Background: an optimization exercise with open tools, aiming at small area. Do not read the settings as production practice. Only simulation tests tie the RTL to the original design; equivalence was not proved. No driver is modelled on the clock port, so clocking that relies on it looks cheaper here than on a real chip. Power is estimated from default activity; no workload was simulated.

### flow/config.mk
export PLATFORM = sky130hd
export DESIGN_NAME = ethernet_top
export DESIGN_NICKNAME = ethernet_top
export VERILOG_FILES = /design/flow/design.v
export SDC_FILE = /design/flow/constraint.sdc
export NUM_CORES = 4
export LEC_CHECK = 0
export CAP_MARGIN = 20
export CORE_MARGIN = 2
export CORE_UTILIZATION = 75
export CTS_BUF_LIST = sky130_fd_sc_hd__clkbuf_8
export CTS_CLUSTER_DIAMETER = 60
export CTS_CLUSTER_SIZE = 18
export SLEW_MARGIN = 20
export SYNTH_MEMORY_MAX_BITS = 8192
### flow/constraint.sdc
create_clock -name core_clock -period 10.0 [get_ports {CLK}]
set_input_delay 2.0000 -clock core_clock [delete_from_list [all_inputs] [get_ports {CLK}]]
set_output_delay 2.0000 -clock core_clock [all_outputs]
set_load 0.01 [all_outputs]
### flow/design.v
module ethernet_top
  (
    input        CLK,
    input        RST_N,
    output       M_CLK,
    input        M_DATA,
    output       M_LRSEL,
    output       ETH_MDC,
    output       ETH_RSTN,
    output       ETH_TXEN,
    output [1:0] ETH_TXD
   );
   assign M_LRSEL = 1'b0;
   assign ETH_MDC = 1'b0;
   reg [2:0] rst_q;
   always @(posedge CLK) rst_q <= {rst_q[1:0], ~RST_N};
   wire rst  = |rst_q;
   wire crst = |rst_q[2:1];       
   reg [3:0] p;
   reg [2:0] q;
   reg [3:0] g;
   reg [3:0] n;
   always @(posedge CLK) begin
      if (crst) begin
         p <= 4'd5; q <= 3'd4; g <= 4'd15; n <= 4'd15;
      end
      else begin
         p <= p + 4'd1;
         if (p == 4'd15) begin
            if (q == 3'd4) begin
               q <= 3'd0;
               g <= g + 4'd1;
               if (g == 4'd15) n <= n + 4'd1;
            end
            else q <= q + 3'd1;
         end
      end
   end
   reg eth_rst;
   wire u_is_8 = (q == 3'd0) && (p == 4'd8);    
   always @(posedge CLK) eth_rst <= rst | (eth_rst & ~u_is_8);
   assign ETH_RSTN = ~eth_rst;
   reg armed;
   always @(posedge CLK)
     if (eth_rst) armed <= 1'b0;
     else if (n == 4'd15) armed <= 1'b1;
   wire [6:0] v = {q, p};
   reg mclk_d;
   always @(*) begin
      case (q)
        3'd0: mclk_d = (p <= 4'd8);
        3'd1: mclk_d = (p >= 4'd3) && (p <= 4'd12);
        3'd2: mclk_d = (p >= 4'd7);
        3'd3: mclk_d = (p <= 4'd0) || (p >= 4'd11);
        default: mclk_d = (p <= 4'd4) || (p == 4'd15);
      endcase
   end
   reg eth_rst_d;
   always @(posedge CLK) eth_rst_d <= eth_rst;
   assign M_CLK = mclk_d & ~eth_rst_d;
   reg xs, xp;
   wire cap = (q != 3'd0) && (p == {q[1:0] - 2'd1, 2'b00});
   always @(posedge CLK) if (cap) xs <= M_DATA;
   always @(posedge CLK)
     if (eth_rst) xp <= 1'b0;
     else if (p == 4'd0) xp <= xs;
   wire upd  = (q != 3'd1);
   wire lsb  = (p == 4'd0);
   reg [31:0] ir0, ir1, ir2, ir3, ir4;
   reg [4:0]  ic;
   wire [1:0] io0 = ir0[31:30];
   wire [1:0] io1 = ir1[31:30];
   wire [1:0] io2 = ir2[31:30];
   wire [1:0] io3 = ir3[31:30];
   wire [1:0] io4 = ir4[31:30];
   wire [1:0] xa  = !upd ? 2'b00 : lsb ? {xs, 1'b1} : {xp, xp};
   wire [1:0] a1  = upd ? io0 : 2'b00;
   wire [1:0] a2  = upd ? io1 : 2'b00;
   wire [1:0] a3  = upd ? io2 : 2'b00;
   wire [1:0] a4  = upd ? io3 : 2'b00;
   wire [4:0] icin = lsb ? 5'b0 : ic;
   wire [2:0] s0 = io0 + xa + icin[0];
   wire [2:0] s1 = io1 + a1 + icin[1];
   wire [2:0] s2 = io2 + a2 + icin[2];
   wire [2:0] s3 = io3 + a3 + icin[3];
   wire [2:0] s4 = io4 + a4 + icin[4];
   always @(posedge CLK) begin
      if (eth_rst) begin
         ir0 <= {ir0[29:0], 2'b00};
         ir1 <= {ir1[29:0], 2'b00};
         ir2 <= {ir2[29:0], 2'b00};
         ir3 <= {ir3[29:0], 2'b00};
         ir4 <= {ir4[29:0], 2'b00};
         ic  <= 5'b0;
      end
      else begin
         ir0 <= {ir0[29:0], s0[1:0]};
         ir1 <= {ir1[29:0], s1[1:0]};
         ir2 <= {ir2[29:0], s2[1:0]};
         ir3 <= {ir3[29:0], s3[1:0]};
         ir4 <= {ir4[29:0], comb ? 2'b00 : s4[1:0]};
         ic  <= {s4[2], s3[2], s2[2], s1[2], s0[2]};
      end
   end
   wire comb = (g == 4'd0) && (q == 3'd1);
   reg [31:0] dr1, dr2, dr3, dr4;
   reg [4:1]  cc;
   wire [1:0] do1 = dr1[31:30];
   wire [1:0] do2 = dr2[31:30];
   wire [1:0] do3 = dr3[31:30];
   wire [1:0] do4 = dr4[31:30];
   wire [4:1] ccin = lsb ? 4'b1111 : cc;
   wire [1:0] c0 = io4;
   wire [2:0] c1 = c0      + {1'b0, ~do1} + ccin[1];
   wire [2:0] c2 = c1[1:0] + {1'b0, ~do2} + ccin[2];
   wire [2:0] c3 = c2[1:0] + {1'b0, ~do3} + ccin[3];
   wire [2:0] c4 = c3[1:0] + {1'b0, ~do4} + ccin[4];
   wire [1:0] y  = c4[1:0];
   always @(posedge CLK) begin
      if (eth_rst) begin
         dr1 <= {dr1[29:0], 2'b00};
         dr2 <= {dr2[29:0], 2'b00};
         dr3 <= {dr3[29:0], 2'b00};
         dr4 <= {dr4[29:0], 2'b00};
      end
      else begin
         dr1 <= {dr1[29:0], comb ? c0      : do1};
         dr2 <= {dr2[29:0], comb ? c1[1:0] : do2};
         dr3 <= {dr3[29:0], comb ? c2[1:0] : do3};
         dr4 <= {dr4[29:0], comb ? c3[1:0] : do4};
      end
      cc <= {c4[2], c3[2], c2[2], c1[2]};
   end
   wire skip = (n != 4'd0) &&
               (((g == 4'd0) && (q >= 3'd2)) || (g == 4'd1) || (g == 4'd2) ||
                ((g == 4'd3) && (q <= 3'd2)));
   reg  [1:0] sr [0:255];
   integer k;
   always @(posedge CLK) begin
      sr[0] <= comb ? y : skip ? sr[239] : sr[255];
      for (k = 1; k < 256; k = k + 1)
        sr[k] <= sr[k - 1];
   end
   wire fr  = armed && (n == 4'd0);
   wire pre = ((g == 4'd0) && !((q == 3'd0) && !p[3])) || ((g == 4'd1) && (q == 3'd0));
   wire dat = ((g == 4'd1) && (q != 3'd0)) || (g == 4'd2) || (g == 4'd3) ||
              ((g == 4'd4) && (q[2:1] == 2'b00));
   wire fcs = (g == 4'd4) && (q == 3'd2);
   assign ETH_TXEN = fr && (pre || dat || fcs);
   reg [1:0] rom;
   always @(*) begin
      case ({g[0], q, p})
        8'b00001000: rom = 2'd1;
        8'b00001001: rom = 2'd1;
        8'b00001010: rom = 2'd1;
        8'b00001011: rom = 2'd1;
        8'b00001100: rom = 2'd1;
        8'b00001101: rom = 2'd1;
        8'b00001110: rom = 2'd1;
        8'b00001111: rom = 2'd1;
        8'b00010000: rom = 2'd1;
        8'b00010001: rom = 2'd1;
        8'b00010010: rom = 2'd1;
        8'b00010011: rom = 2'd1;
        8'b00010100: rom = 2'd1;
        8'b00010101: rom = 2'd1;
        8'b00010110: rom = 2'd1;
        8'b00010111: rom = 2'd1;
        8'b00011000: rom = 2'd1;
        8'b00011001: rom = 2'd1;
        8'b00011010: rom = 2'd1;
        8'b00011011: rom = 2'd1;
        8'b00011100: rom = 2'd1;
        8'b00011101: rom = 2'd1;
        8'b00011110: rom = 2'd1;
        8'b00011111: rom = 2'd1;
        8'b00100000: rom = 2'd1;
        8'b00100001: rom = 2'd1;
        8'b00100010: rom = 2'd1;
        8'b00100011: rom = 2'd1;
        8'b00100100: rom = 2'd1;
        8'b00100101: rom = 2'd1;
        8'b00100110: rom = 2'd1;
        8'b00100111: rom = 2'd3;
        8'b00101000: rom = 2'd0;
        8'b00101001: rom = 2'd3;
        8'b00101010: rom = 2'd0;
        8'b00101011: rom = 2'd2;
        8'b00101100: rom = 2'd3;
        8'b00101101: rom = 2'd1;
        8'b00101110: rom = 2'd0;
        8'b00101111: rom = 2'd1;
        8'b00110000: rom = 2'd2;
        8'b00110001: rom = 2'd3;
        8'b00110010: rom = 2'd3;
        8'b00110011: rom = 2'd2;
        8'b00110100: rom = 2'd0;
        8'b00110101: rom = 2'd3;
        8'b00110110: rom = 2'd1;
        8'b00110111: rom = 2'd0;
        8'b00111000: rom = 2'd2;
        8'b00111001: rom = 2'd0;
        8'b00111010: rom = 2'd0;
        8'b00111011: rom = 2'd2;
        8'b00111100: rom = 2'd1;
        8'b00111101: rom = 2'd3;
        8'b00111110: rom = 2'd2;
        8'b00111111: rom = 2'd3;
        8'b01000000: rom = 2'd0;
        8'b01000001: rom = 2'd0;
        8'b01000010: rom = 2'd0;
        8'b01000011: rom = 2'd0;
        8'b01000100: rom = 2'd0;
        8'b01000101: rom = 2'd2;
        8'b01000110: rom = 2'd1;
        8'b01000111: rom = 2'd0;
        8'b01001000: rom = 2'd2;
        8'b01001001: rom = 2'd3;
        8'b01001010: rom = 2'd3;
        8'b01001011: rom = 2'd0;
        8'b01001100: rom = 2'd1;
        8'b01001101: rom = 2'd0;
        8'b01001110: rom = 2'd0;
        8'b01001111: rom = 2'd0;
        8'b10000000: rom = 2'd3;
        8'b10000001: rom = 2'd2;
        8'b10000010: rom = 2'd2;
        8'b10000011: rom = 2'd3;
        8'b10000100: rom = 2'd2;
        8'b10000101: rom = 2'd3;
        8'b10000110: rom = 2'd2;
        8'b10000111: rom = 2'd1;
        8'b10001000: rom = 2'd0;
        8'b10001001: rom = 2'd0;
        8'b10001010: rom = 2'd0;
        8'b10001011: rom = 2'd0;
        8'b10001100: rom = 2'd0;
        8'b10001101: rom = 2'd0;
        8'b10001110: rom = 2'd0;
        8'b10001111: rom = 2'd1;
        default: rom = 2'd1;
      endcase
   end
   reg [1:0] tap;
   always @(*) begin
      case (p[3:2])
        2'd0: tap = sr[51];
        2'd1: tap = sr[59];
        2'd2: tap = sr[67];
        default: tap = sr[75];
      endcase
   end
   reg [31:0] crc;
   reg [1:0]  nk;
   always @(*) begin
      case (p)
        4'd0: nk = 2'd2;  4'd1: nk = 2'd0;  4'd2: nk = 2'd1;  4'd3: nk = 2'd3;
        4'd4: nk = 2'd2;  4'd5: nk = 2'd0;  4'd6: nk = 2'd1;  4'd7: nk = 2'd2;
        4'd8: nk = 2'd3;  4'd9: nk = 2'd3;  4'd10: nk = 2'd0; 4'd11: nk = 2'd3;
        4'd12: nk = 2'd3; 4'd13: nk = 2'd2; 4'd14: nk = 2'd2; default: nk = 2'd3;
      endcase
   end
   wire [1:0] txd = dat ? tap : fcs ? (crc[1:0] ^ nk) : rom;
   assign ETH_TXD = txd;
   wire [1:0] fb = (fr && dat) ? (tap ^ crc[1:0]) : 2'b00;
   always @(posedge CLK)
     crc <= {2'b00, crc[31:2]} ^ ({32{fb[0]}} & 32'h76dc4190) ^ ({32{fb[1]}} & 32'hedb88320);
endmodule
### flow/flow/run.sh
#!/bin/bash
# Standard ORFS layout (the standard.sh, standard synthesis unchanged) with these changes:
#  - port buffers are buf_1 cells;
#  - before clock tree synthesis, cells are downsized where slack allows (flow/pre_cts.tcl);
#  - clock tree synthesis without dummy loads, with clkbuf_8 sink clusters.
# The full make output goes to standard.log here; ORFS keeps each step's log under orfs/logs.
set -euo pipefail
export CTS_ARGS="-sink_clustering_enable -repair_clock_nets -dont_use_dummy_load -sink_clustering_size 22 -sink_clustering_max_diameter 50 -buf_list sky130_fd_sc_hd__clkbuf_8"
export BUFFER_PORTS_ARGS="-buffer_cell sky130_fd_sc_hd__buf_1"
export PRE_CTS_TCL="$PWD/flow/pre_cts.tcl"
bash standard.sh > standard.log 2>&1
### flow/flow/pre_cts.tcl
# Before clock tree synthesis: with several ns of setup slack everywhere,
# downsize cells that the mapper sized for speed (power recovery).
estimate_parasitics -placement
repair_timing -recover_power 100 -verbose
### flow/standard.sh
#!/bin/bash
# synth_recipe.tcl (not shown) runs the flow's synth.tcl, then flattens the netlist and writes it again
# the make line also repeats each setting of config.mk as NAME=value (left out here)
make -C /OpenROAD-flow-scripts/flow DESIGN_CONFIG=/design/flow/config.mk WORK_HOME=/design/flow/orfs CLKGATE_MAP_FILE= SYNTH_SCRIPT=/design/flow/synth_recipe.tcl "${@:-finish}"
==> results.cfg, run 1 <==
[status]
status = timing/DRC/antenna clean

[power_and_ir_drop]
p_leak_uw = 0.00824
vdd_ir_drop_max_uv = 204
p_switching_uw = 898
power.density_nw_per_um2 = 232
internal-power_uw = 3880
clkPwrFrac = 0.272
comb_power_share = 0.005
swShare = 0.188
power_frac_seq = 0.723

[synth]
syn_avg_cell_area_sq_um = 16.5
synth_edf_count = 1
ys_seq_elements = 866
ys.flop_type = dfxtp_1
yosysWarnings = 2
async_reset_ff_frac = 0
yosysUniqueCellTypes = 54
synthCells = 1186
netlist_area_sq_um = 19600
ys_seq_area_frac = 0.884

[global_route]
use_met3 = 0.0305
grt-ovfl-total = 0
grt_antenna_before_repair = 0
grt_pass1_vias = 7420
gr-usage-met2 = 0.248
grt_pass1_wl_mm = 37.8
grt_usage = 0.171
grt_max_degree = 26
grt-busiest-layer = met1
met1_usage = 0.264

[place]
hpwl_mm = 13.4
dp.cells = 1515
placed_cell_area_sq_um = 20000
gp_congestion = 0.782
port_buffers = 7

[cells_and_area]
syn2layout_area_growth_pct = 4.94
diodes = 0
fin_cells = 1563
fin_nets = 1270
drive_above_1_share = 0.0489
final_area_sq_um = 20600

[cts]
clk_pin_slew_ns = 0.12
cts_resized = 0
post_cts_buffers = 0
cts_buffers = 46
cts_hold_buf = 0
clock-sinks = 866
clock_latency_ns = 0.61
cts_tree = yes

[setup_path]
crit_type = reg -> out
worst_setup_path_start_kind = register
path_buf_inv = 2
cp_data_arrival_time_ns = 2.89
critPathMaxFanout = 8
cp_slowest_cell = dfxtp_1
critPathMaxStageDelay_ns = 0.51
endpoint_kind = output port
path_cells = inv_1 -> ha_1 -> mux2_2 -> a221oi_1 -> o2111ai_1 -> o211a_1 -> o21ai_0 -> buf_1
cp.required_ns = 8.00
cp_top_family = compound AO/OA/AOI/OAI gates

[detailed_routing]
drtAntennaViolNets = 0
vias = 7269
wirelength_mm = 22.6
wl_per_cell_um = 14.4
viasPerCell = 4.65
drt_iter0_markers = 449
drt-pass1-iter-count = 4
route.detailed.drc = 0

[sta]
max-slew-margin-rel = 0.389
min_period_over_period = 0.489
setup_tns_ns = 0
max_freq_ghz = 0.204
slew_viol_final = 0
hold_viol_final = 0
hold_ws_ns = 0.282
grt_setup_unrepaired = no
skew_ns = 0.0539
period_needed_ns = 4.89
setup_viol = 0
worst_pin_slew_ns = 0.913

[die]
die_area_sq_um = 27500
core.rowCount = 59
fp.dieW_um = 166
die-height_um = 166
start_util = 0.759
core_sq_um = 25800
io_pins = 10

[worst_hold_path]
hold_path.class = reg -> reg

[job]
maxCapViolCount = 0
## state kept, by name (all words and copies together) (netlist names), 3 cells and up
name and count:
ic 5, ir2 32, dr4 32, sr 512, dr1 32, rst_q 3
cc 4, q 3, dr2 32, ir1 32, n 4, ir3 32
p 4, ir4 32, g 4, ir0 32, dr3 32, crc 32
## cells in the mapped netlist, drive strengths merged, types with 3 or more instances
| cell | instances | area [sq um] |
|---|---|---|
| a211oi | 4 | 30.0 |
| a21oi | 17 | 85.1 |
| a31oi | 5 | 31.3 |
| and2 | 4 | 25.0 |
| buf | 7 | 45.0 |
| clkbuf | 9 | 33.8 |
| dfxtp | 865 | 17300 |
| fa | 18 | 360 |
| ha | 19 | 238 |
| inv | 44 | 165 |
| mux2i | 6 | 60.1 |
| nand2 | 38 | 143 |
| nand2b | 7 | 43.8 |
| nand3 | 4 | 20.0 |
| nand4 | 3 | 18.8 |
| nor2 | 50 | 188 |
| nor3 | 5 | 25.0 |
| nor4 | 3 | 55.1 |
| o21ai | 8 | 40.0 |
| xnor2 | 14 | 160 |
| xor2 | 19 | 174 |
## through the flow
step | setup slack (ns) | utilization | total power, uW
4_1_cts | 5.06 | 0.796 | 4820
5_1_grt | 4.84 | 0.797 | 4940
2_1_floorplan | 6.05 | - | 3550
6_report | 5.11 | 0.797 | 4780
3_5_place_dp | 5.70 | 0.774 | 3560
3_3_place_gp | 5.78 | 0.774 | 3560
## logic make-up after synthesis
family / after synthesis / synth area share
AOI/OAI and AO/OA: 55 / 0.0187
xor gates and xnor gates: 33 / 0.0170
adders and majority gates: 37 / 0.0305
buffers and inverters: 60 / 0.0124
DFF: 866 / 0.884
muxes: 10 / 0.00650
other: 1 / 0.000191
and+or+nand+nor: 124 / 0.0307
## area by class of cell
cell class | instances | area [sq um]
flip-flops and latches | 866 | 17300
fillers | 1381 | 5250
multi-input cells | 261 | 1980
clock buffers | 46 | 633
well taps | 335 | 419
inverters | 44 | 165
repair buffers | 11 | 48.8
## per-layer routing
| metal | up-vias | wire length (um) |
|---|---|---|
| li1 | 3746 | - |
| met1 | 3382 | 11700 |
| met2 | 94 | 9520 |
| met3 | 47 | 774 |
| met4 | 0 | 569 |
| met5 | - | 0 |
## cells in the final DEF, fill, tap and decap left out, types with 3 or more instances in the layout
cell type	count
dfxtp_1	865
xor2_1	18
nand2b_1	7
a31oi_1	5
a21oi_1	17
nand2_1	38
clkbuf_8	46
nand4_1	3
a211oi_1	4
fa_1	18
xnor2_1	13
o21ai_0	8
and2_1	3
nor2_1	50
mux2i_1	6
buf_1	7
nor3_1	5
ha_1	19
nand3_1	4
inv_1	43
## final timing paths
kind,start,end,slack [ns],cells past startpoint
worst max-delay path,p[0],ETH_TXD[1],5.11,8
worst min-delay path,sr[2][0],sr[3][0],0.28,0
worst max register to register,p[3],sr[0][1],5.69,12
worst min register to register,sr[2][0],sr[3][0],0.28,0
## power by group through the flow
stage                     clock network (uW)  registers (uW)  logic (uW)
after floorplan                            0            3530        21.9
after global placement                     0            3530        24.6
after detailed placement                   0            3530        25.1
after CTS                               1340            3460        25.3
after global routing                    1450            3460        29.0
final                                   1300            3450        25.2
==> run 2, diff against run 1 <==
--- a/flow/flow/run.sh
+++ b/flow/flow/run.sh
@@ -7,3 +7,3 @@
 set -euo pipefail
-export CTS_ARGS="-sink_clustering_enable -repair_clock_nets -dont_use_dummy_load -sink_clustering_size 22 -sink_clustering_max_diameter 50 -buf_list sky130_fd_sc_hd__clkbuf_8"
+export CTS_ARGS="-sink_clustering_enable -repair_clock_nets -dont_use_dummy_load -sink_clustering_size 22 -sink_clustering_max_diameter 50 -buf_list sky130_fd_sc_hd__clkbuf_8 -sink_clustering_buffer sky130_fd_sc_hd__clkbuf_8 -tree_buf sky130_fd_sc_hd__clkbuf_4 -root_buf sky130_fd_sc_hd__clkbuf_4"
 export BUFFER_PORTS_ARGS="-buffer_cell sky130_fd_sc_hd__buf_1"
==> run 2 against run 1 <==
Largest power group unchanged. Final cell count about the same. Still clean on timing, DRC and antenna. First-iteration DRC count decreased by 12%. Critical endpoint unchanged. Worst hold slack got worse by 0.017 ns. Largest cell class unchanged. Global-route usage increased by 0.054 points. Clock skew increased by 0.024 ns. Critical path type unchanged. Clock power about the same.
==> results.cfg, run 2 <==
[die]
start_util = 0.759
die_area_sq_um = 27500
fp.dieW_um = 166
core_sq_um = 25800
io_pins = 10
die-height_um = 166
core.rowCount = 59

[sta]
skew_ns = 0.0779
min_period_over_period = 0.503
setup_viol = 0
setup_tns_ns = 0
slew_viol_final = 0
max_freq_ghz = 0.199
worst_pin_slew_ns = 0.942
hold_viol_final = 0
period_needed_ns = 5.03
grt_setup_unrepaired = no
max-slew-margin-rel = 0.370

[place]
port_buffers = 7
hpwl_mm = 13.4
gp_congestion = 0.782
dp.cells = 1515
placed_cell_area_sq_um = 20000

[setup_path]
critPathMaxStageDelay_ns = 0.51
cp.depth = 8
critPathMaxFanout = 8
cp_top_family = compound AO/OA/AOI/OAI gates
worst_setup_path_start_kind = register
cp_data_arrival_time_ns = 3.03
r2r_end = sr[0][1]
cp.required_ns = 8.00
path_cells = inv_1 -> ha_1 -> mux2_2 -> a221oi_1 -> o2111ai_1 -> o211a_1 -> o21ai_0 -> buf_1
reg2reg_depth = 14
crit-reg2reg-launch = p[0]
endpoint_kind = output port
path_buf_inv = 2
crit_type = reg -> out
cp_slowest_cell = dfxtp_1
r2r_setup_slack_ns = 5.69

[cts]
cts_hold_buf = 0
cts_resized = 0
cts_tree = yes
cts_buffers = 46
post_cts_buffers = 0
clock_latency_ns = 0.74
clock-sinks = 866
clk_pin_slew_ns = 0.12

[cells_and_area]
final_cell_mix = 865 x dfxtp_1, 50 x nor2_1, 43 x inv_1, 41 x clkbuf_8, 38 x nand2_1
syn2layout_area_growth_pct = 4.79
mostFrequentLayoutCell = dfxtp_1
final_area_sq_um = 20600
top_register = sr
fin_cells = 1564
largest_reg_flops = 512
drive_above_1_share = 0.0489
fin_nets = 1270

[detailed_routing]
route.detailed.drc = 0
drt-pass1-iter-count = 4
dr.max_layer_used = met4
met1_length_mm = 11.9
viasPerCell = 4.65
wirelength_mm = 22.9
wl_met2_mm = 9.68
wl_per_cell_um = 14.6
vias = 7271
met3WireLength_um = 709
drt_iter0_markers = 396
drtAntennaViolNets = 0

[power_and_ir_drop]
p_leak_uw = 0.00823
power.density_nw_per_um2 = 231
vdd_ir_drop_max_uv = 199

[synth]
synthCells = 1186
synth.cells.most_frequent = 865 x dfxtp_1, 50 x nor2_1, 43 x inv_1
ys_seq_elements = 866
syn_avg_cell_area_sq_um = 16.5
ys.flop_type = dfxtp_1
yosysWarnings = 2
yosysMostFrequentCell = dfxtp_1
synth_top_area_cell = dfxtp_1
synth_top_area_frac = 0.882
yosysUniqueCellTypes = 54
netlist_area_sq_um = 19600
ys_seq_area_frac = 0.884
synth_edf_count = 1
synth.area.top_cells = dfxtp_1 88%, fa_1 1.8%, ha_1 1.2%
async_reset_ff_frac = 0

[worst_hold_path]
hold_end = sr[3][0]
hold_path.class = reg -> reg
hold_start = sr[2][0]
holdPathStages = 0

[global_route]
grt_antenna_before_repair = 1
grt-ovfl-total = 0
grt_pass1_wl_mm = 38.0
grt_pass1_vias = 7475
grt_max_degree = 26
grt_usage = 0.171

[job]
maxCapViolCount = 0

[status]
status = timing/DRC/antenna clean
run 2: changes by cell type in the layout (fill, tap and decap cells not counted):
cell / change
clkbuf_8: -5
diode_2: +1
clkbuf_4: +5
run 2: worst max-delay path by stage:
stage | start | endpoint | slack (ns)
2_1_floorplan | p[0] | sr[0][1] | 6.05
3_3_place_gp | p[3] | sr[0][1] | 5.78
3_5_place_dp | p[3] | sr[0][1] | 5.70
4_1_cts | p[0] | ETH_TXD[0] | 4.91
5_1_grt | p[0] | ETH_TXD[1] | 4.69
6_report | p[0] | ETH_TXD[1] | 4.97
run 2: area by class of cell:
| type | instances | area, sq um |
|---|---|---|
| Sequential cell | 866 | 17300 |
| Fill cell | 1386 | 5280 |
| Multi-Input combinational cell | 261 | 1980 |
| Clock buffer | 46 | 602 |
| Tap cell | 335 | 419 |
| Inverter | 44 | 165 |
| Timing Repair Buffer | 11 | 48.8 |
| Antenna cell | 1 | 2.50 |
run 2: report_power, final:
group	internal, uW	switching (uW)	total, uW
registers	3450	3.84	3460
logic	10.9	14.3	25.2
clock network	389	883	1270
total	3850	901	4750
run 2: stage by stage:
step	hold WS [ns]	setup slack, ns	total power, uW	util
2_1_floorplan	0.310	6.05	3550	-
3_3_place_gp	0.310	5.78	3560	0.774
3_5_place_dp	0.312	5.70	3560	0.774
4_1_cts	0.258	4.91	4790	0.795
5_1_grt	0.256	4.69	4910	0.796
6_report	0.266	4.97	4750	0.796
run 2: logic make-up (layout without fill, tap and decap cells):
family | count (synthesis) | after routing | synth area share
multiplexers | 10 | 10 | 0.00650
XOR/XNOR | 33 | 33 | 0.0170
adder cells (fa/ha/maj) | 37 | 37 | 0.0305
AND/OR/NAND/NOR | 124 | 124 | 0.0307
AO/OA/AOI/OAI | 55 | 55 | 0.0187
flip-flops | 866 | 866 | 0.884
buffers and inverters | 60 | 101 | 0.0124
other | 1 | 3 | 0.000191
run 2: metal layers:
metal | vias to the layer above | global-route usage
li1 | 3750 | -
met4 | 0 | 0.0518
met1 | 3379 | 0.264
met2 | 90 | 0.253
met5 | - | 0
met3 | 52 | 0.0307
==> run 3, diff against run 2 <==
==> flow/run.sh (new file) <==
#!/bin/bash
# synth_recipe.tcl (not shown) runs the flow's synth.tcl, then flattens the netlist and writes it again
# the make line also repeats each setting of config.mk as NAME=value (left out here)
make -C /OpenROAD-flow-scripts/flow DESIGN_CONFIG=/design/flow/config.mk WORK_HOME=/design/flow/orfs CLKGATE_MAP_FILE= SYNTH_SCRIPT=/design/flow/synth_recipe.tcl finish
removed: flow/flow/run.sh
removed: flow/flow/pre_cts.tcl
removed: flow/standard.sh
==> run 3 against run 2 <==
Synthesized cell count unchanged. Critical path depth unchanged. Still clean on timing, DRC and antenna. Final cell count increased by 0.58%. Die area unchanged. Sequential share of layout area decreased by 1.1 points. Core utilization increased by 1.1 points. Clock-buffer cell count increased by 8. Power increased by 3.3%. Sequential power about the same. Sequential cell count unchanged. Worst setup slack got worse by 0.23 ns. Global-route usage increased by 1.2 points. Highest routed layer unchanged.
==> results.cfg, run 3 <==
[setup_path]
cp_data_arrival_time_ns = 3.26
cp_top_family = compound AO/OA/AOI/OAI gates
cp_slowest_cell = dfxtp_1
cp.required_ns = 8.00
path_buf_inv = 2
endpoint_kind = output port
worst_setup_path_start_kind = register
critPathMaxFanout = 11
path_cells = inv_1 -> ha_1 -> nand2b_1 -> a211oi_1 -> o32ai_1 -> nand2_1 -> a31oi_1 -> clkdlybuf4s50_1
r2r_end = sr[0][1]
crit_type = reg -> out
critPathMaxStageDelay_ns = 0.58
crit-reg2reg-launch = p[3]
reg2reg_depth = 12
r2r_setup_slack_ns = 5.60

[global_route]
grt-ovfl-total = 0
grt_max_degree = 26
grt_antenna_before_repair = 0
grt_pass1_wl_mm = 40.1
grt_pass1_vias = 7712
grt_usage = 0.183

[sta]
period_needed_ns = 5.26
hold_viol_final = 0
grt_setup_unrepaired = no
worst_pin_slew_ns = 1.00
slew_viol_final = 0
worst_slack_ns = 4.74
setup_tns_ns = 0
skew_ns = 0.0288
setup_viol = 0
min_period_over_period = 0.526
max-slew-margin-rel = 0.325
max_freq_ghz = 0.190

[cells_and_area]
nFillCells = 1291
seq_area_sq_um = 17300
mostFrequentLayoutCell = dfxtp_1
fin_nets = 1275
largest_reg_flops = 512
drive_above_1_share = 0.0582
diodes = 0
multi_input_area_sq_um = 2040
top_register = sr
syn2layout_area_growth_pct = 6.20
final_cell_mix = 865 x dfxtp_1, 54 x clkbuf_8, 50 x nor2_1, 44 x inv_1, 38 x nand2_1
utilization = 0.807

[synth]
synthAdderAreaFrac = 0.0305
ys.flop_type = dfxtp_1
synth_top_family_by_area = simple AND/OR/NAND/NOR gates
synth_top_area_cell = dfxtp_1
yosys.area_share.simple = 0.0307
synthCells = 1186
yosysUniqueCellTypes = 54
synth_compound_area_frac = 0.0187
yosys.area_share.xor_xnor = 0.0170
synth_edf_count = 1
netlist_area_sq_um = 19600
syn_avg_cell_area_sq_um = 16.5
yosysWarnings = 2
synth_top_area_frac = 0.882
ys_seq_area_frac = 0.884
synth_mux_area_frac = 0.00650
synth.area.top_cells = dfxtp_1 88%, fa_1 1.8%, ha_1 1.2%
yosysMostFrequentCell = dfxtp_1
synth.cells.most_frequent = 865 x dfxtp_1, 50 x nor2_1, 43 x inv_1
async_reset_ff_frac = 0
ys_seq_elements = 866

[cts]
cts_root_buf = clkbuf_8
cts_resized = 0
clock-sinks = 866
clock_latency_ns = 0.62
cts_buffers = 54
cts_hold_buf = 0
cts_tree = yes
cts.path.max_buffers = 3
ctsHtreeMaxLevel = 2
post_cts_buffers = 0
clk_pin_slew_ns = 0.10

[power_and_ir_drop]
vdd_ir_drop_max_uv = 202
power.density_nw_per_um2 = 236
p_leak_uw = 0.00839

[detailed_routing]
vias = 7353
wirelength_mm = 23.9
viasPerCell = 4.67
drt-pass1-iter-count = 4
drt_iter0_markers = 375
route.detailed.drc = 0
drtAntennaViolNets = 0
wl_per_cell_um = 15.2

[die]
fp.dieW_um = 166
die-height_um = 166
core.rowCount = 59
die_area_sq_um = 27500
start_util = 0.759
io_pins = 10
core_sq_um = 25800

[worst_hold_path]
holdPathStages = 0
hold_start = dr4[7]
hold_end = dr4[9]
hold_path.class = reg -> reg

[place]
gp_congestion = 0.800
hpwl_mm = 13.5
dpl_worst_slack_ns = 5.40
port_buffers = 7

[status]
status = timing/DRC/antenna clean

[job]
maxCapViolCount = 0
[run 3: cell counts after synthesis]
Identical to the previous run, type by type.
[run 3: metal layers]
| metal | track usage | part of all wire |
|---|---|---|
| met5 | 0 | 0 |
| met4 | 0.0567 | 0.021 |
| met3 | 0.0327 | 0.031 |
| met2 | 0.278 | 0.44 |
| met1 | 0.276 | 0.51 |
[run 3: kinds of logic after synthesis]
logic type / Yosys count
AOI/OAI and AO/OA: 55
xor gates and xnor gates: 33
adders and majority gates: 37
buffers and inverters: 60
DFF: 866
muxes: 10
other: 1
and+or+nand+nor: 124
[run 3: worst max-delay path by stage]
stage	start	depth (start not counted)	end
after floorplan	p[0]	15	sr[0][1]
after global placement	p[0]	8	ETH_TXD[1]
after detailed placement	q[1]	8	ETH_TXD[0]
after CTS	q[1]	8	ETH_TXD[0]
after global routing	q[0]	8	ETH_TXD[1]
final	q[1]	8	ETH_TXD[0]
[run 3: where the power goes]
group,switching [uW],leakage [uW],internal [uW]
logic,14.3,0.00100,11.5
registers,3.81,0.00697,3450
clock network,933,0.000413,498
total,951,0.00839,3960
[run 3: stage by stage]
| stage | hold WS [ns] | power, uW | cell area (sq um) | cells |
|---|---|---|---|---|
| 2_1_floorplan | 0.310 | 3550 | 19600 | 1187 |
| 3_3_place_gp | 0.310 | 3560 | 20000 | 1514 |
| 3_5_place_dp | 0.312 | 3560 | 20000 | 1514 |
| 4_1_cts | 0.317 | 4950 | 20800 | 1573 |
| 5_1_grt | 0.323 | 5070 | 20800 | 1573 |
| 6_report | 0.323 | 4910 | 20800 | 1573 |
[run 3: area by class of cell]
type	count	area share
clock buffer	54	0.0357
multi-input combinational	261	0.0977
sequential	866	0.832
tap	335	0.0201
inverter	44	0.00793
clock inverter	5	0.00252
timing repair buffer	8	0.00372
==> run 4, diff against run 3 <==
==> flow/flow/run.sh (new file) <==
#!/bin/bash
# Standard ORFS layout (the standard.sh, standard synthesis unchanged) with these changes:
#  - port buffers are buf_1 cells;
#  - logic cells of drive strength above 1 are not used (DONT_USE_CELLS);
#  - before clock tree synthesis, cells are downsized where slack allows (flow/pre_cts.tcl);
#  - clock tree synthesis without dummy loads, with clkbuf_8 sink clusters.
# The full make output goes to standard.log here; ORFS keeps each step's log under orfs/logs.
set -euo pipefail
export CTS_ARGS="-sink_clustering_enable -repair_clock_nets -dont_use_dummy_load -sink_clustering_size 22 -sink_clustering_max_diameter 50 -buf_list sky130_fd_sc_hd__clkbuf_8 -sink_clustering_buffer sky130_fd_sc_hd__clkbuf_8 -tree_buf sky130_fd_sc_hd__clkbuf_4 -root_buf sky130_fd_sc_hd__clkbuf_4"
export BUFFER_PORTS_ARGS="-buffer_cell sky130_fd_sc_hd__buf_1"
# Logic cells above drive strength 1 are kept out of the netlist (the design has ns of slack).
export DONT_USE_CELLS="sky130_fd_sc_hd__a2111o_2 sky130_fd_sc_hd__a2111o_4 sky130_fd_sc_hd__a2111oi_2 sky130_fd_sc_hd__a2111oi_4 sky130_fd_sc_hd__a211o_2 sky130_fd_sc_hd__a211o_4 sky130_fd_sc_hd__a211oi_2 sky130_fd_sc_hd__a211oi_4 sky130_fd_sc_hd__a21bo_2 sky130_fd_sc_hd__a21bo_4 sky130_fd_sc_hd__a21boi_2 sky130_fd_sc_hd__a21boi_4 sky130_fd_sc_hd__a21o_2 sky130_fd_sc_hd__a21o_4 sky130_fd_sc_hd__a21oi_2 sky130_fd_sc_hd__a21oi_4 sky130_fd_sc_hd__a221o_2 sky130_fd_sc_hd__a221o_4 sky130_fd_sc_hd__a221oi_2 sky130_fd_sc_hd__a221oi_4 sky130_fd_sc_hd__a22o_2 sky130_fd_sc_hd__a22o_4 sky130_fd_sc_hd__a22oi_2 sky130_fd_sc_hd__a22oi_4 sky130_fd_sc_hd__a2bb2o_2 sky130_fd_sc_hd__a2bb2o_4 sky130_fd_sc_hd__a2bb2oi_2 sky130_fd_sc_hd__a2bb2oi_4 sky130_fd_sc_hd__a311o_2 sky130_fd_sc_hd__a311o_4 sky130_fd_sc_hd__a311oi_2 sky130_fd_sc_hd__a311oi_4 sky130_fd_sc_hd__a31o_2 sky130_fd_sc_hd__a31o_4 sky130_fd_sc_hd__a31oi_2 sky130_fd_sc_hd__a31oi_4 sky130_fd_sc_hd__a32o_2 sky130_fd_sc_hd__a32o_4 sky130_fd_sc_hd__a32oi_2 sky130_fd_sc_hd__a32oi_4 sky130_fd_sc_hd__a41o_2 sky130_fd_sc_hd__a41o_4 sky130_fd_sc_hd__a41oi_2 sky130_fd_sc_hd__a41oi_4 sky130_fd_sc_hd__and2_2 sky130_fd_sc_hd__and2_4 sky130_fd_sc_hd__and2b_2 sky130_fd_sc_hd__and2b_4 sky130_fd_sc_hd__and3_2 sky130_fd_sc_hd__and3_4 sky130_fd_sc_hd__and3b_2 sky130_fd_sc_hd__and3b_4 sky130_fd_sc_hd__and4_2 sky130_fd_sc_hd__and4_4 sky130_fd_sc_hd__and4b_2 sky130_fd_sc_hd__and4b_4 sky130_fd_sc_hd__and4bb_2 sky130_fd_sc_hd__and4bb_4 sky130_fd_sc_hd__bufbuf_16 sky130_fd_sc_hd__bufbuf_8 sky130_fd_sc_hd__bufinv_16 sky130_fd_sc_hd__bufinv_8 sky130_fd_sc_hd__dfbbn_2 sky130_fd_sc_hd__dfrbp_2 sky130_fd_sc_hd__dfrtp_2 sky130_fd_sc_hd__dfrtp_4 sky130_fd_sc_hd__dfsbp_2 sky130_fd_sc_hd__dfstp_2 sky130_fd_sc_hd__dfstp_4 sky130_fd_sc_hd__dfxbp_2 sky130_fd_sc_hd__dlclkp_2 sky130_fd_sc_hd__dlclkp_4 sky130_fd_sc_hd__dlrbn_2 sky130_fd_sc_hd__dlrbp_2 sky130_fd_sc_hd__dlrtn_2 sky130_fd_sc_hd__dlrtn_4 sky130_fd_sc_hd__dlrtp_2 sky130_fd_sc_hd__dlrtp_4 sky130_fd_sc_hd__dlxbn_2 sky130_fd_sc_hd__dlxtn_2 sky130_fd_sc_hd__dlxtn_4 sky130_fd_sc_hd__ebufn_2 sky130_fd_sc_hd__ebufn_4 sky130_fd_sc_hd__ebufn_8 sky130_fd_sc_hd__einvn_2 sky130_fd_sc_hd__einvn_4 sky130_fd_sc_hd__einvn_8 sky130_fd_sc_hd__einvp_2 sky130_fd_sc_hd__einvp_4 sky130_fd_sc_hd__einvp_8 sky130_fd_sc_hd__fa_2 sky130_fd_sc_hd__fa_4 sky130_fd_sc_hd__ha_2 sky130_fd_sc_hd__ha_4 sky130_fd_sc_hd__maj3_2 sky130_fd_sc_hd__maj3_4 sky130_fd_sc_hd__mux2_2 sky130_fd_sc_hd__mux2_4 sky130_fd_sc_hd__mux2_8 sky130_fd_sc_hd__mux2i_2 sky130_fd_sc_hd__mux2i_4 sky130_fd_sc_hd__mux4_2 sky130_fd_sc_hd__mux4_4 sky130_fd_sc_hd__nand2_2 sky130_fd_sc_hd__nand2_4 sky130_fd_sc_hd__nand2_8 sky130_fd_sc_hd__nand2b_2 sky130_fd_sc_hd__nand2b_4 sky130_fd_sc_hd__nand3_2 sky130_fd_sc_hd__nand3_4 sky130_fd_sc_hd__nand3b_2 sky130_fd_sc_hd__nand3b_4 sky130_fd_sc_hd__nand4_2 sky130_fd_sc_hd__nand4_4 sky130_fd_sc_hd__nand4b_2 sky130_fd_sc_hd__nand4b_4 sky130_fd_sc_hd__nand4bb_2 sky130_fd_sc_hd__nand4bb_4 sky130_fd_sc_hd__nor2_2 sky130_fd_sc_hd__nor2_4 sky130_fd_sc_hd__nor2_8 sky130_fd_sc_hd__nor2b_2 sky130_fd_sc_hd__nor2b_4 sky130_fd_sc_hd__nor3_2 sky130_fd_sc_hd__nor3_4 sky130_fd_sc_hd__nor3b_2 sky130_fd_sc_hd__nor3b_4 sky130_fd_sc_hd__nor4_2 sky130_fd_sc_hd__nor4_4 sky130_fd_sc_hd__nor4b_2 sky130_fd_sc_hd__nor4b_4 sky130_fd_sc_hd__nor4bb_2 sky130_fd_sc_hd__nor4bb_4 sky130_fd_sc_hd__o2111a_2 sky130_fd_sc_hd__o2111a_4 sky130_fd_sc_hd__o2111ai_2 sky130_fd_sc_hd__o2111ai_4 sky130_fd_sc_hd__o211a_2 sky130_fd_sc_hd__o211a_4 sky130_fd_sc_hd__o211ai_2 sky130_fd_sc_hd__o211ai_4 sky130_fd_sc_hd__o21a_2 sky130_fd_sc_hd__o21a_4 sky130_fd_sc_hd__o21ai_2 sky130_fd_sc_hd__o21ai_4 sky130_fd_sc_hd__o21ba_2 sky130_fd_sc_hd__o21ba_4 sky130_fd_sc_hd__o21bai_2 sky130_fd_sc_hd__o21bai_4 sky130_fd_sc_hd__o221a_2 sky130_fd_sc_hd__o221a_4 sky130_fd_sc_hd__o221ai_2 sky130_fd_sc_hd__o221ai_4 sky130_fd_sc_hd__o22a_2 sky130_fd_sc_hd__o22a_4 sky130_fd_sc_hd__o22ai_2 sky130_fd_sc_hd__o22ai_4 sky130_fd_sc_hd__o2bb2a_2 sky130_fd_sc_hd__o2bb2a_4 sky130_fd_sc_hd__o2bb2ai_2 sky130_fd_sc_hd__o2bb2ai_4 sky130_fd_sc_hd__o311a_2 sky130_fd_sc_hd__o311a_4 sky130_fd_sc_hd__o311ai_2 sky130_fd_sc_hd__o311ai_4 sky130_fd_sc_hd__o31a_2 sky130_fd_sc_hd__o31a_4 sky130_fd_sc_hd__o31ai_2 sky130_fd_sc_hd__o31ai_4 sky130_fd_sc_hd__o32a_2 sky130_fd_sc_hd__o32a_4 sky130_fd_sc_hd__o32ai_2 sky130_fd_sc_hd__o32ai_4 sky130_fd_sc_hd__o41a_2 sky130_fd_sc_hd__o41a_4 sky130_fd_sc_hd__o41ai_2 sky130_fd_sc_hd__o41ai_4 sky130_fd_sc_hd__or2_2 sky130_fd_sc_hd__or2_4 sky130_fd_sc_hd__or2b_2 sky130_fd_sc_hd__or2b_4 sky130_fd_sc_hd__or3_2 sky130_fd_sc_hd__or3_4 sky130_fd_sc_hd__or3b_2 sky130_fd_sc_hd__or3b_4 sky130_fd_sc_hd__or4_2 sky130_fd_sc_hd__or4_4 sky130_fd_sc_hd__or4b_2 sky130_fd_sc_hd__or4b_4 sky130_fd_sc_hd__or4bb_2 sky130_fd_sc_hd__or4bb_4 sky130_fd_sc_hd__sdfbbn_2 sky130_fd_sc_hd__sdfrbp_2 sky130_fd_sc_hd__sdfrtp_2 sky130_fd_sc_hd__sdfrtp_4 sky130_fd_sc_hd__sdfsbp_2 sky130_fd_sc_hd__sdfstp_2 sky130_fd_sc_hd__sdfstp_4 sky130_fd_sc_hd__sdfxbp_2 sky130_fd_sc_hd__sdfxtp_2 sky130_fd_sc_hd__sdfxtp_4 sky130_fd_sc_hd__sdlclkp_2 sky130_fd_sc_hd__sdlclkp_4 sky130_fd_sc_hd__sedfxbp_2 sky130_fd_sc_hd__sedfxtp_2 sky130_fd_sc_hd__sedfxtp_4 sky130_fd_sc_hd__xnor2_2 sky130_fd_sc_hd__xnor2_4 sky130_fd_sc_hd__xnor3_2 sky130_fd_sc_hd__xnor3_4 sky130_fd_sc_hd__xor2_2 sky130_fd_sc_hd__xor2_4 sky130_fd_sc_hd__xor3_2 sky130_fd_sc_hd__xor3_4"
export PRE_CTS_TCL="$PWD/flow/pre_cts.tcl"
bash standard.sh > standard.log 2>&1
==> flow/flow/pre_cts.tcl (new file) <==
# Before clock tree synthesis: with several ns of setup slack everywhere,
# downsize cells that the mapper sized for speed (power recovery).
estimate_parasitics -placement
repair_timing -recover_power 100 -verbose
==> flow/standard.sh (new file) <==
#!/bin/bash
# synth_recipe.tcl (not shown) runs the flow's synth.tcl, then flattens the netlist and writes it again
# the make line also repeats each setting of config.mk as NAME=value (left out here)
make -C /OpenROAD-flow-scripts/flow DESIGN_CONFIG=/design/flow/config.mk WORK_HOME=/design/flow/orfs CLKGATE_MAP_FILE= SYNTH_SCRIPT=/design/flow/synth_recipe.tcl "${@:-finish}"
removed: flow/run.sh
==> run 4 against run 3 <==
First-iteration DRC count increased by 5.6%. Clock-buffer cell count decreased by 8. Clock power decreased by 11%. Register-to-register slack improved by 0.09 ns. Synthesized cell count unchanged. Sequential cell count unchanged. Maximum frequency increased by 4.5%. Power decreased by 3.2%. Worst setup slack improved by 0.23 ns. Largest cell class unchanged.
==> results.cfg, run 4 <==
[setup_path]
path_buf_inv = 2
cp_top_family = compound AO/OA/AOI/OAI gates
cp.required_ns = 8.00
critPathMaxFanout = 8
r2r_setup_slack_ns = 5.69
endpoint_kind = output port
critPathMaxStageDelay_ns = 0.51
cp_slowest_cell = dfxtp_1
path_cells = inv_1 -> ha_1 -> mux2_2 -> a221oi_1 -> o2111ai_1 -> o211a_1 -> o21ai_0 -> buf_1
crit_type = reg -> out
worst_setup_path_start_kind = register
cp_data_arrival_time_ns = 3.03

[status]
status = timing/DRC/antenna clean

[cells_and_area]
final_cell_mix = 865 x dfxtp_1, 50 x nor2_1, 43 x inv_1, 41 x clkbuf_8, 38 x nand2_1
fin_cells = 1564
syn2layout_area_growth_pct = 4.79
fin_nets = 1270
largest_reg_flops = 512
top_register = sr
drive_above_1_share = 0.0489
mostFrequentLayoutCell = dfxtp_1

[die]
core.rowCount = 59
fp.dieW_um = 166
start_util = 0.759
io_pins = 10
core_sq_um = 25800
die-height_um = 166
die_area_sq_um = 27500

[cts]
cts_resized = 0
cts_tree = yes
cts_buffers = 46
clk_pin_slew_ns = 0.12
cts_hold_buf = 0
clock_latency_ns = 0.74
post_cts_buffers = 0
clock-sinks = 866

[detailed_routing]
vias = 7271
route.detailed.drc = 0
drt-pass1-iter-count = 4
wl_per_cell_um = 14.6
viasPerCell = 4.65
drt_iter0_markers = 396
drtAntennaViolNets = 0
wirelength_mm = 22.9

[place]
dp.cells = 1515
port_buffers = 7
hpwl_mm = 13.4
gp_congestion = 0.782

[global_route]
grt_pass1_wl_mm = 38.0
grt_pass1_vias = 7475
grt_max_degree = 26
grt_usage = 0.171
grt_antenna_before_repair = 1
grt-ovfl-total = 0

[sta]
setup_viol = 0
slew_viol_final = 0
period_needed_ns = 5.03
hold_viol_final = 0
max_freq_ghz = 0.199
min_period_over_period = 0.503
skew_ns = 0.0779
grt_setup_unrepaired = no
worst_pin_slew_ns = 0.942
max-slew-margin-rel = 0.370
setup_tns_ns = 0

[synth]
ys.flop_type = dfxtp_1
synth.cells.most_frequent = 865 x dfxtp_1, 50 x nor2_1, 43 x inv_1
yosysMostFrequentCell = dfxtp_1
ys_seq_area_frac = 0.884
synth_top_area_cell = dfxtp_1
synth.area.top_cells = dfxtp_1 88%, fa_1 1.8%, ha_1 1.2%
yosysUniqueCellTypes = 54
ys_seq_elements = 866
netlist_area_sq_um = 19600
yosysWarnings = 2
async_reset_ff_frac = 0
synth_edf_count = 1
synth_top_area_frac = 0.882
synthCells = 1186
syn_avg_cell_area_sq_um = 16.5

[power_and_ir_drop]
vdd_ir_drop_max_uv = 199
p_leak_uw = 0.00823
internal-power_uw = 3850
power_frac_seq = 0.727
p_switching_uw = 901
swShare = 0.190
p_total_uw = 4750
power.density_nw_per_um2 = 231
comb_power_share = 0.005
clkPwrFrac = 0.268

[worst_hold_path]
hold_path.class = reg -> reg

[job]
maxCapViolCount = 0
-- run 4: cell counts after synthesis --
No cell type changed its count.
-- run 4: cell type report --
class                      instances  area, sq um
antenna                            1         2.50
sequential                       866        17300
multi-input combinational        261         1980
inverter                          44          165
timing repair buffer              11         48.8
fill                            1386         5280
tap                              335          419
clock buffer                      46          602
-- run 4: cells by family (layout without fill, tap and decap cells) --
logic type / count (synthesis) / count (layout) / synth area share
AO/OA/AOI/OAI: 55 / 55 / 0.0187
XOR/XNOR: 33 / 33 / 0.0170
adder cells (fa/ha/maj): 37 / 37 / 0.0305
buffers and inverters: 60 / 101 / 0.0124
flip-flops: 866 / 866 / 0.884
multiplexers: 10 / 10 / 0.00650
other: 1 / 3 / 0.000191
AND/OR/NAND/NOR: 124 / 124 / 0.0307
-- run 4: layer usage --
layer  track usage  routed length, um
met5             0                  0
met4        0.0518                561
met3        0.0307                709
met2         0.253               9680
met1         0.264              11900
-- run 4: power groups by stage --
stage | Sequential [uW] | Clock (uW) | Combinational [uW]
2_1_floorplan | 3530 | 0 | 21.9
3_3_place_gp | 3530 | 0 | 24.6
3_5_place_dp | 3530 | 0 | 25.1
4_1_cts | 3460 | 1310 | 25.3
5_1_grt | 3460 | 1420 | 29.0
6_report | 3460 | 1270 | 25.2
-- run 4: worst reg2reg max path: cells and delay by family (launching register included) --
| kind | cells | cell delay, ns |
|---|---|---|
| fa+ha+maj | 6 | 2.63 |
| simple gates | 3 | 0.62 |
| flops | 1 | 0.51 |
| buf+inv | 4 | 0.31 |
| mux | 1 | 0.06 |
-- run 4: stage by stage --
stage	hold WS [ns]	area, sq um	worst slack [ns]	util
final	0.266	20600	4.97	0.796
after global routing	0.256	20600	4.69	0.796
after CTS	0.258	20500	4.91	0.795
after detailed placement	0.312	20000	5.70	0.774
after global placement	0.310	20000	5.78	0.774
after floorplan	0.310	19600	6.05	-
-- run 4: worst paths after layout --
kind	start	endpoint	depth (start not counted)
worst max-delay path	p[0]	ETH_TXD[1]	8
worst min-delay path	sr[2][0]	sr[3][0]	0
worst max register to register	p[0]	sr[0][1]	14
worst min register to register	sr[2][0]	sr[3][0]	0

[what the ideal ports hide]
No port has a modelled driver above. Below, the same layouts with a new extraction and two added sets of constraints.
Step 1 sets driving cells, clkbuf_16 on the clock port and buf_2 on the other inputs (assumed; they add their load-dependent delay and slew).
Step 2 adds t to the input delays and takes it off the output delays; t is the mean of the earliest and latest rising clock arrival at the registers after step 1. Input paths then give back, and output paths get back, about the clock's delay inside the block.
a / b / c = no drivers / after step 1 / after step 2; a / b = the first two.
run | t (ns) | setup slack, ns | worst data-port slew with drivers (ns)
run 1 | 0.624 | 5.109 / 5.064 / 5.688 | 0.03
run 2 | 0.746 | 4.968 / 4.923 / 5.670 | 0.03
run 3 | 0.647 | 4.739 / 4.697 / 5.344 | 0.03
run 4 | 0.746 | 4.968 / 4.923 / 5.670 | 0.03
After both steps every run listed still meets setup and hold.
